What follows belongs to an exercise in optimizing a design on an open flow for small area and a short achievable clock period; a production flow would make more cautious choices.
At most, simulation tests tie the RTL to the original design; equivalence was not proved.
Power figures rest on the tool's default switching activity, not on a simulated workload.

Setup of the previous run:
## fir_gen
module fir_gen (input clk, input reset, input Load_x,
    input signed [7:0] x_in, input signed [7:0] c_in, output signed [7:0] y_out);
reg [7:0] c0, c1, c2;
reg [3:0] xo, xt, xn;
reg [15:0] a2r0;
reg [15:0] a2r1;
reg [15:0] a2r2;
reg [16:0] a1r0;
reg [16:0] a1r1;
reg [16:0] a1r2;
reg [0:0] a0k;
reg [7:0] a0g;
reg [7:0] a0p;
wire [8:0] xe = {x_in, 1'b0};
wire [3:0] bo, bt, bn;
genvar gi;
generate for (gi = 0; gi < 4; gi = gi + 1) begin : rec
  assign bo[gi] = xe[2*gi+1] ^ xe[2*gi];
  assign bt[gi] = (xe[2*gi+2] & ~xe[2*gi+1] & ~xe[2*gi]) | (~xe[2*gi+2] & xe[2*gi+1] & xe[2*gi]);
  assign bn[gi] = xe[2*gi+2];
end endgenerate
wire p1;
wire p2;
wire p3;
wire p4;
wire p5;
wire p6;
wire p7;
wire p8;
wire p9;
wire p10;
wire p11;
wire p12;
wire p13;
wire p14;
wire p15;
wire p16;
wire p17;
wire p18;
wire p19;
wire p20;
wire p21;
wire p22;
wire p23;
wire p24;
wire p25;
wire p26;
wire p27;
wire p28;
wire p29;
wire p30;
wire p31;
wire p32;
wire p33;
wire p34;
wire p35;
wire p36;
wire s37;
wire c38;
wire s39;
wire c40;
wire s41;
wire c42;
wire s43;
wire c44;
wire s45;
wire c46;
wire s47;
wire c48;
wire s49;
wire c50;
wire s51;
wire c52;
wire s53;
wire c54;
wire s55;
wire c56;
wire s57;
wire c58;
wire s59;
wire c60;
wire s61;
wire c62;
wire s63;
wire c64;
wire s65;
wire c66;
wire s67;
wire c68;
wire s69;
wire c70;
wire s71;
wire c72;
wire s73;
wire c74;
wire p75;
wire p76;
wire p77;
wire p78;
wire p79;
wire p80;
wire p81;
wire p82;
wire p83;
wire p84;
wire p85;
wire p86;
wire p87;
wire p88;
wire p89;
wire p90;
wire p91;
wire p92;
wire p93;
wire p94;
wire p95;
wire p96;
wire p97;
wire p98;
wire p99;
wire p100;
wire p101;
wire p102;
wire p103;
wire p104;
wire p105;
wire p106;
wire p107;
wire p108;
wire p109;
wire p110;
wire s111;
wire c112;
wire s113;
wire c114;
wire s115;
wire c116;
wire s117;
wire c118;
wire s119;
wire c120;
wire s121;
wire c122;
wire s123;
wire c124;
wire s125;
wire c126;
wire s127;
wire c128;
wire s129;
wire c130;
wire s131;
wire c132;
wire s133;
wire c134;
wire s135;
wire c136;
wire s137;
wire c138;
wire s139;
wire c140;
wire s141;
wire c142;
wire s143;
wire c144;
wire s145;
wire c146;
wire s147;
wire c148;
wire s149;
wire c150;
wire s151;
wire c152;
wire s153;
wire c154;
wire s155;
wire c156;
wire s157;
wire c158;
wire s159;
wire c160;
wire s161;
wire c162;
wire s163;
wire c164;
wire s165;
wire c166;
wire s167;
wire c168;
  ...
For scale: roughly 100 flip-flops.
Settings: LEC_CHECK=0, CAP_MARGIN=20, CORE_MARGIN=2, CORE_UTILIZATION=40, SETUP_SLACK_MARGIN=3.0, SLEW_MARGIN=20, SYNTH_HIERARCHICAL=1, SYNTH_MINIMUM_KEEP_SIZE=0; clock period 5.5 ns.
run.sh (not shown) runs the stock make flow with config.mk's settings and CLKGATE_MAP_FILE= SYNTH_SCRIPT=/design/flow/synth_recipe.tcl, a recipe that flattens the netlist after the stock synthesis.
### the previous run -> the current run
- SETUP_SLACK_MARGIN: 3.0 -> 2.5
Notes after the runs:
Relative to the previous run, net switching share of the total power has decreased by 0.21 points in the current run. Run comparison: the previous run beginning of the critical path xt[1]$_DFFE_PP0P_; the current run beginning of the critical path xt[2]$_DFFE_PP0P_. On clock skew, the current run and the previous run are basically level. The current run and the previous run ended up with nearly the same biggest cell delay along the critical path. In the current run the area added between synthesis and finish turned out 8.3 points lower than in the previous run. Buffers plus inverters on the worst setup path (lower): the current run.
Function was not checked in any run of this note: the RTL went through the layout flow alone.

* * *

run A:
fir_gen, a different RTL version from the one above (not shown whole).
For scale: ~110 flip-flops, about 27 I/O pins.
Settings: LEC_CHECK=0, CAP_MARGIN=20, CORE_MARGIN=2, CORE_UTILIZATION=40, SETUP_SLACK_MARGIN=2.7, SLEW_MARGIN=20, SYNTH_HIERARCHICAL=1, SYNTH_MINIMUM_KEEP_SIZE=0; clock period 5.5 ns.
standard.sh (not shown) runs the stock make flow with config.mk's settings and CLKGATE_MAP_FILE= SYNTH_SCRIPT=/design/flow/synth_recipe.tcl, a recipe that flattens the netlist after the stock synthesis.
==> flow/flow/run.sh <==
#!/bin/bash
# Own layout flow: the standard flow (standard.sh), with two changes after synthesis:
#  - the input and output port buffers are buf_1 cells (buffer_ports -buffer_cell)
#  - clock tree synthesis without dummy loads
# Each step's full output goes to its own log file in this folder.
set -euo pipefail
bash standard.sh synth > synth.log 2>&1
export BUFFER_PORTS_ARGS="-buffer_cell sky130_fd_sc_hd__buf_1"
export CTS_ARGS="-sink_clustering_enable -repair_clock_nets -dont_use_dummy_load"
bash standard.sh floorplan > floorplan.log 2>&1
bash standard.sh place > place.log 2>&1
bash standard.sh cts > cts.log 2>&1
bash standard.sh route > route.log 2>&1
bash standard.sh finish > finish.log 2>&1
test -f out/final.def
Having completed the whole flow, run A delivered a layout that passed the timing, design-rule and antenna checks.
> inputs changed (run A -> run B)
Settings: SETUP_SLACK_MARGIN: 2.7 -> 2.6; CORE_UTILIZATION: 40 -> 60.
==> flow/run.sh (new file) <==
#!/bin/bash
# synth_recipe.tcl (not shown) runs the flow's synth.tcl, then flattens the netlist and writes it again
# the make line also repeats each setting of config.mk as NAME=value (left out here)
make -C /OpenROAD-flow-scripts/flow DESIGN_CONFIG=/design/flow/config.mk WORK_HOME=/design/flow/orfs CLKGATE_MAP_FILE= SYNTH_SCRIPT=/design/flow/synth_recipe.tcl finish
removed: flow/flow/run.sh
removed: flow/standard.sh
[summary]
- Run B: full flow OK, the timing, design-rule and antenna checks passed
- Run A did not stop at any stage, and its layout met the timing, design-rule and antenna checks.
- Re cell area: run A and run B aren't equal, and the lower value belongs to run B.
- Clock skew of run A is on par with run B.
- STATUS vias after detailed routing: run B loses against run A
- Run A -> run B: number of remaining DRC errors delta 0, exact match
- Run B against run A: instance count of the mapped netlist shows no meaningful change, routed wire length increased 470 microns.
- Looking at launch point of the worst path, the yp[3] result is from run B; the yq[2] one comes from run A.
For run C, these inputs were changed with respect to run B:
Settings: changing SETUP_SLACK_MARGIN from 2.6 to 2.5; changing CORE_UTILIZATION from 60 to 40.
==> flow/flow/run.sh (new file) <==
#!/bin/bash
# Own layout flow: the standard flow (standard.sh), with two changes after synthesis:
#  - the input and output port buffers are buf_1 cells (buffer_ports -buffer_cell)
#  - clock tree synthesis without dummy loads
# Each step's full output goes to its own log file in this folder.
set -euo pipefail
bash standard.sh synth > synth.log 2>&1
export BUFFER_PORTS_ARGS="-buffer_cell sky130_fd_sc_hd__buf_1"
export CTS_ARGS="-sink_clustering_enable -repair_clock_nets -dont_use_dummy_load"
bash standard.sh floorplan > floorplan.log 2>&1
bash standard.sh place > place.log 2>&1
bash standard.sh cts > cts.log 2>&1
bash standard.sh route > route.log 2>&1
bash standard.sh finish > finish.log 2>&1
test -f out/final.def
==> flow/standard.sh (new file) <==
#!/bin/bash
# synth_recipe.tcl (not shown) runs the flow's synth.tcl, then flattens the netlist and writes it again
# the make line also repeats each setting of config.mk as NAME=value (left out here)
make -C /OpenROAD-flow-scripts/flow DESIGN_CONFIG=/design/flow/config.mk WORK_HOME=/design/flow/orfs CLKGATE_MAP_FILE= SYNTH_SCRIPT=/design/flow/synth_recipe.tcl "${@:-finish}"
removed: flow/run.sh
Notes after the runs:
- Comparing run C and run B, the higher HPWL after detailed placement is on run B.
- Relative to run B, the final cell count measured on run C has increased by a few percent.
- The row count in run C is 1.2 times that in run B.
- Post-route worst hold slack delta for run C relative to run B: 9.8 ps lower
Setup changes, run C to run D
Settings: changing SETUP_SLACK_MARGIN from 2.5 to 2.7.
-- flow/flow/run.sh --
<<< run C, line 5
>>> run D, line 5
#  - power recovery (downsizing of gates off the critical paths) after global routing
<<< run C, line 9
>>> run D, line 10
export RECOVER_POWER=100
Results
- Diff run C -> run D: non-clock buffer count higher; share of post-route cells with drive strength above 1 higher.
- Layout checks on run D: not met. Flow itself completed; violations: max-capacitance violations, max-slew violations.
- Comparing run D and run C, the higher worst hold slack across all endpoints is on run D.
- [compare] base=run C new=run D: via count of the first global-routing pass went up by 132, combinational power went up, first-iteration DRC count went up 2.7%, design area rose 4.2%.
Changes in run E relative to run D:
Settings: a change of SETUP_SLACK_MARGIN from 2.7 to 2.3.
-- flow/flow/run.sh --
<<< run D, line 5
#  - power recovery (downsizing of gates off the critical paths) after global routing
>>> run E, line 5
<<< run D, line 10
export RECOVER_POWER=100
>>> run E, line 9
Notes after the runs:
Run E went all the way through the flow, and no timing, DRC or antenna check failed.
| switching part of the total | run D vs run E | ≈ equal |
Run E: data arrival time at the worst-slack endpoint 760 ps below run D
Summary of run E over run D: via density per instance ~0 delta, number of global-route vias before repair -about 2.6%, clock power ~0 delta, register fraction of the total cell area +1.8 points, wire length of the first global-routing pass -about 3%.
Total via count after detailed routing | run E below run D
According to the power report, total power for run E is lower than for run D.
Run D was larger in final cell area than run E.
[inputs] run F vs run E
Settings: changing SETUP_SLACK_MARGIN from 2.3 to 2.7; changing CORE_UTILIZATION from 40 to 60.
==> flow/run.sh (new file) <==
#!/bin/bash
# synth_recipe.tcl (not shown) runs the flow's synth.tcl, then flattens the netlist and writes it again
# the make line also repeats each setting of config.mk as NAME=value (left out here)
make -C /OpenROAD-flow-scripts/flow DESIGN_CONFIG=/design/flow/config.mk WORK_HOME=/design/flow/orfs CLKGATE_MAP_FILE= SYNTH_SCRIPT=/design/flow/synth_recipe.tcl finish
removed: flow/flow/run.sh
removed: flow/standard.sh
--- outcome ---
Run F reached the end of the flow, and the finished layout is clean on the timing, design-rule and antenna checks.
Combinational cell power delta for run F relative to run E: about 14% higher
Via count for run F is higher than for run E.
When run F is measured against run E, its final critical-path share of the clock period turns out 2.5 points lower.
Run comparison: run E origin of the worst setup path xt[0]; run F origin of the worst setup path xo[0]
Run F vs run E, depth of the worst register-to-register path went up by 1.
In run F, number of clock buffers in the layout is higher than in run E.
[run F vs run E] total detailed-routing wirelength: higher in run F

* * *

fir_gen, a different RTL version from the one above (not shown whole).
Size in the first run: about 100 flip-flops, about 27 I/O pins.
Settings: LEC_CHECK=0, CAP_MARGIN=20, CORE_MARGIN=2, CORE_UTILIZATION=50, SETUP_SLACK_MARGIN=2.5, SLEW_MARGIN=20, SYNTH_HIERARCHICAL=1, SYNTH_MINIMUM_KEEP_SIZE=0, TNS_END_PERCENT=0; clock period 5.5 ns.
==> flow/flow/run.sh <==
#!/bin/bash
# Own layout flow: the standard flow (standard.sh), with two changes after synthesis:
#  - the input and output port buffers are buf_1 cells (buffer_ports -buffer_cell)
#  - clock tree synthesis without dummy loads
# Each step's full output goes to its own log file in this folder.
set -euo pipefail
bash standard.sh synth > synth.log 2>&1
export BUFFER_PORTS_ARGS="-buffer_cell sky130_fd_sc_hd__buf_1"
export CTS_ARGS="-sink_clustering_enable -repair_clock_nets -dont_use_dummy_load"
bash standard.sh floorplan > floorplan.log 2>&1
bash standard.sh place > place.log 2>&1
bash standard.sh cts > cts.log 2>&1
bash standard.sh route > route.log 2>&1
bash standard.sh finish > finish.log 2>&1
test -f out/final.def
The first run produced a clean layout.
==> next run, changes <==
PLACE_DENSITY = 0.8   (was default)
TNS_END_PERCENT = 30   (was 0)
The new run completed with no timing, DRC or antenna violations.
Non-clock buffer count came out higher by 1.
Power stays flat.
Worst setup slack improved by 0.029 ns.
Synthesized cell count is unchanged.
First-iteration DRC count came out higher by well over a third.
==> next run, changes <==
PLACE_DENSITY = default   (was 0.8)
SETUP_SLACK_MARGIN = 2.7   (was 2.5)
TNS_END_PERCENT = 0   (was 30)
The changed run completed with no timing, DRC or antenna violations; cell area is higher by 3.2%; routed wire length is higher by about 3%; worst setup slack improved by 0.025 ns; die area does not change; area after synthesis does not change; global-route usage is higher by 1.3 points; sequential power barely changes; count of clock-buffer cells in the layout stays the same; worst hold slack got worse by 0.0064 ns; register-to-register slack improved by 0.04 ns; combinational power is higher by about 3%.
==> next run, changes <==
PLACE_DENSITY = 0.5   (was default)
SETUP_SLACK_MARGIN = 2.5   (was 2.7)
TNS_END_PERCENT = 30   (was 0)
=> Synthesized area stays the same. Count of clock-buffer cells in the layout is unchanged. First-iteration DRC count climbs slightly. Via count drops by a few percent. Routed wire length falls slightly. Power is lower by a few percent. Global-route usage rose by 0.31 points. Cell area fell by a few percent. Hold slack degrades by 0.0075 ns.
==> next run, changes <==
PLACE_DENSITY = 0.75   (was 0.5)
After rerunning: Clock skew stays flat; die area stays the same; via count rose by 7.0%; setup slack gets better by 0.028 ns; wire length fell by 1.7%; total power rises by 2.2%; fmax came out higher by 0.96%; cell count rose by 1.0%; register-to-register slack gains 0.03 ns.
==> next run, changes <==
CORE_UTILIZATION = 60   (was 50)
PLACE_DENSITY = default   (was 0.75)
After rerunning: Combinational power came out lower by about 5%. Clock-buffer cell count stays the same. Wire length goes down by about 1.5%. Non-clock buffer count goes up by 1. Power decreases by 3.1%. Synthesized cell count stays the same.

* * *

Another version of the RTL of fir_gen (not shown whole).
For scale: ~99 flip-flops, about 27 I/O pins, roughly 7600 um2 of cells after synthesis.
## fir_gen
module fir_gen (input clk, input reset, input Load_x,
    input signed [7:0] x_in, input signed [7:0] c_in, output signed [7:0] y_out);
reg [7:0] x, c0, c1, c2;
reg [15:0] a2r0;
reg [15:0] a2r1;
reg [16:0] a1r0;
reg [16:0] a1r1;
reg [16:0] a1r2;
reg [2:0] yq;
reg [7:0] yg;
reg [7:0] yp;
wire [3:0] c0o, c0t, c1o, c1t, c2o, c2t;
wire [8:0] c0e = {c0, 1'b0};
wire [8:0] c1e = {c1, 1'b0};
wire [8:0] c2e = {c2, 1'b0};
genvar gi;
generate for (gi = 0; gi < 4; gi = gi + 1) begin : rec
  booth_rec r0 (.b(c0e[2*gi+2:2*gi]), .o(c0o[gi]), .t(c0t[gi]));
  booth_rec r1 (.b(c1e[2*gi+2:2*gi]), .o(c1o[gi]), .t(c1t[gi]));
  booth_rec r2 (.b(c2e[2*gi+2:2*gi]), .o(c2o[gi]), .t(c2t[gi]));
end endgenerate
wire [3:0] n1n = Load_x ? {c1[7], c1[5], c1[3], c1[1]} : {c2[7], c2[5], c2[3], c2[1]};
wire [3:0] n0n = Load_x ? {c0[7], c0[5], c0[3], c0[1]} : {c1[7], c1[5], c1[3], c1[1]};
wire p1;
wire p2;
wire p3;
wire p4;
wire p5;
wire p6;
wire p7;
wire p8;
wire p9;
wire p10;
wire p11;
wire p12;
wire p13;
wire p14;
wire p15;
wire p16;
wire p17;
wire p18;
wire p19;
wire p20;
wire p21;
wire p22;
wire p23;
wire p24;
wire p25;
wire p26;
wire p27;
wire p28;
wire p29;
wire p30;
wire p31;
wire p32;
wire p33;
wire p34;
wire p35;
wire p36;
wire s37;
wire c38;
wire s39;
wire c40;
wire s41;
wire c42;
wire s43;
wire c44;
wire s45;
wire c46;
wire s47;
wire c48;
wire s49;
wire c50;
wire s51;
wire c52;
wire s53;
wire c54;
wire s55;
wire c56;
wire s57;
wire c58;
wire s59;
wire c60;
wire s61;
wire c62;
wire s63;
wire c64;
wire s65;
wire c66;
wire s67;
wire c68;
wire s69;
wire c70;
wire s71;
wire c72;
wire s73;
wire c74;
wire s75;
wire c76;
wire s77;
wire c78;
wire s79;
wire c80;
wire p81;
wire p82;
wire p83;
wire p84;
wire p85;
wire p86;
wire p87;
wire p88;
wire p89;
wire p90;
wire p91;
wire p92;
wire p93;
wire p94;
wire p95;
wire p96;
wire p97;
wire p98;
wire p99;
wire p100;
wire p101;
wire p102;
wire p103;
wire p104;
wire p105;
wire p106;
wire p107;
wire p108;
wire p109;
wire p110;
wire p111;
wire p112;
  ...
Settings: LEC_CHECK=0, CAP_MARGIN=20, CORE_MARGIN=2, CORE_UTILIZATION=50, SETUP_SLACK_MARGIN=2.5, SLEW_MARGIN=20, SYNTH_HIERARCHICAL=1, SYNTH_MINIMUM_KEEP_SIZE=0; clock period 5.5 ns.
Scripts as last shown in full above: flow/flow/run.sh
The baseline completed with no timing, DRC or antenna violations.
Edit:
Settings changed: SETUP_SLACK_MARGIN 2.5 to 2.7.
The changed run completed without violations.
Setup slack gets better by 0.027 ns.
Core utilization is higher by 1.0 points.
Routed wire length increases slightly.
Maximum frequency climbs slightly.
Final cell count went up slightly.
Count of clock-buffer cells in the layout stays the same.
Power falls slightly.
Critical path depth drops by 1.
Synthesized cell count stays the same.
Cell area rose slightly.
Combinational power is lower slightly.
No functional check of the RTL was part of any run of this note.

[port drivers added, routing unchanged]
The flow's constraints put no driver on any port. The routed layouts listed below were extracted and timed again, unchanged, in two steps. Step 1 assumes that a clkbuf_16 drives the clock port and a buf_2 every other input. Step 2 moves the port delays by t, midway between the first and last clock arrival at a register: inputs arrive t later, outputs are due t later. That takes back most of the time a late clock gives input paths. a / b / c = ideal / step 1 / step 2; a / b = the first two.
| run | t (ns) | setup slack, ns | worst data-port slew with drivers (ns) |
|---|---|---|---|
| the previous run | 0.402 | 2.048 / 2.048 / 2.048 | 0.03 |
| the current run | 0.399 | 2.141 / 2.141 / 2.141 | 0.04 |
| run A | 0.389 | 2.564 / 2.523 / 2.425 | 0.04 |
| run B | 0.393 | 2.425 / 2.382 / 2.480 | 0.03 |
| run C | 0.390 | 2.553 / 2.536 / 2.448 | 0.03 |
| run D | 0.388 | 1.665 / 1.665 / 1.553 | 0.04 |
| run E | 0.399 | 2.427 / 2.415 / 2.417 | 0.03 |
| run F | 0.395 | 2.566 / 2.526 / 2.477 | 0.03 |
| the first run of note 3 | 0.387 | 2.514 / 2.472 / 2.346 | 0.04 |
| the second run of note 3 | 0.382 | 2.544 / 2.505 / 2.177 | 0.03 |
| the third run of note 3 | 0.385 | 2.568 / 2.529 / 2.359 | 0.04 |
| the fourth run of note 3 | 0.386 | 2.521 / 2.509 / 2.494 | 0.03 |
| the fifth run of note 3 | 0.392 | 2.549 / 2.508 / 2.331 | 0.03 |
| the sixth run of note 3 | 0.381 | 2.494 / 2.452 / 2.372 | 0.03 |
| the first run of note 4 | 0.385 | 2.343 / 2.343 / 2.258 | 0.03 |
| the second run of note 4 | 0.383 | 2.369 / 2.369 / 2.369 | 0.04 |
The setup slack of the second run of note 3, which loses most, moves by -0.039 ns with the drivers and by -0.367 ns with both steps.
